Context: an optimization exercise on an open-source flow, tuned for small area. The choices shown serve that exercise and are no tape-out recipe.
The RTL was checked by simulation tests, not by an equivalence proof against the original design.
Power figures rest on the tool's default switching activity, not on a simulated workload.

== rev 12 ==
## ov2640_cfg_top
module ov2640_cfg_top (
    input        clk,                
    input        rst_n,              
    input        zoom_in,            
    input        zoom_out,           
    input        resend,             
    output       config_finished,    
    output       sioc,               
    output       siod_o,             
    output       siod_oe,            
    output       cam_reset,          
    output       cam_pwdn            
);
assign cam_reset = 1'b1;
assign cam_pwdn  = 1'b0;
reg  [7:0] zoom_counter;
wire       zoom_dn = zoom_out & ~zoom_in;
wire [7:0] zoom_x  = zoom_counter ^ {8{zoom_dn}};
wire [8:0] zoom_t;
assign zoom_t[0] = zoom_in | zoom_out;
genvar gi;
generate for (gi = 0; gi < 8; gi = gi + 1) begin : g_zoom
    assign zoom_t[gi+1] = zoom_t[gi] & zoom_x[gi];
end endgenerate
always @(posedge clk) begin
    if (!rst_n)
        zoom_counter <= 8'b0;
    else
        zoom_counter <= zoom_counter ^ zoom_t[7:0];
end
localparam [7:0] OFF = 8'd31;
  ...
For scale: about 720 cells after synthesis, roughly 41 flip-flops, roughly 4700 µm² of cells after synthesis.
export LEC_CHECK = 0
export CAP_MARGIN = 20
export CORE_MARGIN = 2
export CORE_UTILIZATION = 30
export SLEW_MARGIN = 20
create_clock -name core_clock -period 10.0 [get_ports {clk}]
standard.sh (not shown) runs the stock make flow with config.mk's settings and CLKGATE_MAP_FILE= SYNTH_SCRIPT=/design/flow/synth_recipe.tcl, a recipe that flattens the netlist after the stock synthesis.
==> flow/flow/run.sh <==
#!/bin/bash
# Layout flow: the standard flow (standard.sh) with these changes:
#  - synthesis maps the logic with an area-oriented ABC script
#    (flow/my_abc.script: &deepsyn for 25 minutes, then &dch/&nf mapping with mfs2
#    resubstitution; no gate up-sizing or buffering) instead of ORFS's.
#    flow/my_synth.tcl swaps that script into the abc call and otherwise runs
#    synth_recipe.tcl as it is, so the registers come out as the standard
#    synthesis makes them;
#  - clock tree: clkbuf_8 buffers, no sink clustering, no dummy loads (CTS_ARGS).
# Each tool's full output is in flow_make.log and in orfs/logs/.
set -euo pipefail
work=$(pwd)
sed "s#SYNTH_SCRIPT=[^ ]*#SYNTH_SCRIPT=$work/flow/my_synth.tcl#" standard.sh > my_standard.sh
grep -q "SYNTH_SCRIPT=$work/flow/my_synth.tcl" my_standard.sh
export CTS_ARGS="-repair_clock_nets -buf_list sky130_fd_sc_hd__clkbuf_8 -dont_use_dummy_load"
bash my_standard.sh > flow_make.log 2>&1 || { tail -50 flow_make.log; exit 1; }
tail -5 flow_make.log
==> flow/flow/my_abc.script <==
strash
&get -n
&deepsyn -T 1500
&put
&get -n
&dch -f
&nf -R 1000
&put
mfs2
strash
&get -n
&dch -f
&nf -R 1000
&put
mfs2
strash
&get -n
&dch -f
&nf -R 1000
&put
topo
==> flow/flow/my_synth.tcl <==
# Standard synthesis (synth_recipe.tcl) with two changes to how the logic is
# mapped, none to the registers (they are mapped before either takes effect):
#  - ABC runs flow/my_abc.script, an area-oriented mapping without ORFS's gate
#    up-sizing and buffering, in place of ORFS's script;
#  - Yosys does not pre-map adders to half/full-adder cells (ADDER_MAP_FILE
#    cleared), so ABC maps that logic too.
set my_abc_script [file join [file dirname [file normalize [info script]]] my_abc.script]
set ::env(ADDER_MAP_FILE) ""
proc abc {args} {
  global my_abc_script
  set i [lsearch -exact $args -script]
  if {$i >= 0} { set args [lreplace $args [expr {$i + 1}] [expr {$i + 1}] $my_abc_script] }
  yosys abc {*}$args
}
source [file join [file dirname [file normalize [info script]]] .. synth_recipe.tcl]
Edits applied to the flow inputs when going from rev 12 to rev 13:
- CORE_UTILIZATION: 30 -> 25
==> flow/flow/run.sh <==
#!/bin/bash
# Layout flow: the standard flow (standard.sh), with one change: the
# synthesis maps the logic with an area-oriented ABC script (flow/my_abc.script,
# no gate up-sizing or buffering) instead of ORFS's. flow/my_synth.tcl swaps the
# script into the abc call and otherwise runs synth_recipe.tcl as it is, so the
# registers come out as the standard synthesis makes them.
set -euo pipefail
work=$(pwd)
sed "s#SYNTH_SCRIPT=[^ ]*#SYNTH_SCRIPT=$work/flow/my_synth.tcl#" standard.sh > my_standard.sh
grep -q "SYNTH_SCRIPT=$work/flow/my_synth.tcl" my_standard.sh
bash my_standard.sh > flow_make.log 2>&1 || { tail -50 flow_make.log; exit 1; }
tail -5 flow_make.log
==> flow/flow/my_abc.script <==
strash
&get -n
&dch
&nf -R 1000
&put
topo
Rev 13 vs. rev 12: area growth from synthesis to layout rose 1.7 points, final cell count picked up an extra 132, wire length up about 18%, detailed route wirelength on metal3 increased by about 40% relative to the old numbers, global-route wire length before repair went up.
Rev 13 vs rev 12 — routed metal-1 wirelength rose about 22%.
Total power after layout, rev 12 and rev 13: smaller value in rev 12
For number of fillers in the final layout, dividing the value from rev 13 by the value from rev 12 gives 1.3.
Part of the total power dissipated in combinational logic was higher in rev 12 than in rev 13.
Looking only at sequential element share of the synthesized area, and setting everything else aside, the higher value of rev 12 and rev 13 goes to rev 12.
Setup WNS rev 12 -> rev 13: better

* * *

Starting RTL as in the previous note.
Settings: LEC_CHECK=0, CAP_MARGIN=20, CORE_MARGIN=2, CORE_UTILIZATION=30, SLEW_MARGIN=20; clock period 10.0 ns.
==> flow/flow/run.sh <==
#!/bin/bash
# Layout flow: the standard flow (standard.sh) with these changes:
#  - synthesis maps the logic with an area-oriented ABC script
#    (flow/my_abc.script: &deepsyn, then &dch/&nf mapping with mfs2
#    resubstitution; no gate up-sizing or buffering) instead of ORFS's.
#    flow/my_synth.tcl swaps that script into the abc call and otherwise runs
#    synth_recipe.tcl as it is, so the registers come out as the standard
#    synthesis makes them.
# Each tool's full output is in flow_make.log and in orfs/logs/.
set -euo pipefail
work=$(pwd)
sed "s#SYNTH_SCRIPT=[^ ]*#SYNTH_SCRIPT=$work/flow/my_synth.tcl#" standard.sh > my_standard.sh
grep -q "SYNTH_SCRIPT=$work/flow/my_synth.tcl" my_standard.sh
bash my_standard.sh > flow_make.log 2>&1 || { tail -50 flow_make.log; exit 1; }
tail -5 flow_make.log
==> flow/flow/my_abc.script <==
strash
&get -n
&deepsyn -T 900
&put
&get -n
&dch -f
&nf -R 1000
&put
mfs2
strash
&get -n
&dch -f
&nf -R 1000
&put
mfs2
strash
&get -n
&dch -f
&nf -R 1000
&put
topo
Scripts as last shown in full above: flow/flow/my_synth.tcl
Change:
==> flow/flow/run.sh (replaced) <==
#!/bin/bash
# Layout flow: the standard flow (standard.sh) with these changes:
#  - synthesis maps the logic with an area-oriented ABC script
#    (flow/my_abc.script: &deepsyn for 15 minutes, then &dch/&nf mapping with mfs2
#    resubstitution; no gate up-sizing or buffering) instead of ORFS's.
#    flow/my_synth.tcl swaps that script into the abc call and otherwise runs
#    synth_recipe.tcl as it is, so the registers come out as the standard
#    synthesis makes them;
#  - clock tree: clkbuf_8 buffers, no sink clustering, no dummy loads (CTS_ARGS).
# Each tool's full output is in flow_make.log and in orfs/logs/.
set -euo pipefail
work=$(pwd)
sed "s#SYNTH_SCRIPT=[^ ]*#SYNTH_SCRIPT=$work/flow/my_synth.tcl#" standard.sh > my_standard.sh
grep -q "SYNTH_SCRIPT=$work/flow/my_synth.tcl" my_standard.sh
export CTS_ARGS="-repair_clock_nets -buf_list sky130_fd_sc_hd__clkbuf_8 -dont_use_dummy_load"
bash my_standard.sh > flow_make.log 2>&1 || { tail -50 flow_make.log; exit 1; }
tail -5 flow_make.log
--- a/flow/config.mk
+++ b/flow/config.mk
@@ -8,4 +8,4 @@
 export CAP_MARGIN = 20
 export CORE_MARGIN = 2
-export CORE_UTILIZATION = 30
+export CORE_UTILIZATION = 40
 export SLEW_MARGIN = 20
Final cell count came out lower by a few percent.
Wire length shrinks slightly.
Setup slack gets better by 0.16 ns.
Die area fell by a quarter to a third.
Total power shrinks by about a fifth.
Non-clock buffer count decreases by 9.
Via count came out higher by a few percent.

==> port drivers added, routing unchanged <==
Ports are ideal in the flow. The routed layouts listed here were re-timed in OpenROAD. Step 1, drivers: a clkbuf_16 drives clk and a buf_2 each remaining input, both assumed. Step 2, shift: input delay + t, output delay - t, t = (earliest + latest rising clock arrival at the registers) / 2. This alone moves slack from input paths to output paths. Three values: no drivers, after step 1, after step 2; two values: the first two.
| run | t, ns | setup WS [ns] | slew at the worst register clock pin (ns) |
|---|---|---|---|
| rev 12 | 0.321 | 1.803 / 1.772 / 2.093 | 0.09 / 0.09 |
| rev 13 | 0.317 | 2.004 / 1.970 / 2.287 | 0.06 / 0.06 |
| the first run of note 2 | 0.322 | 1.859 / 1.822 / 2.144 | 0.07 / 0.07 |
| the second run of note 2 | 0.315 | 2.018 / 1.990 / 2.304 | 0.08 / 0.08 |
After both steps setup and hold are still met in every run listed.
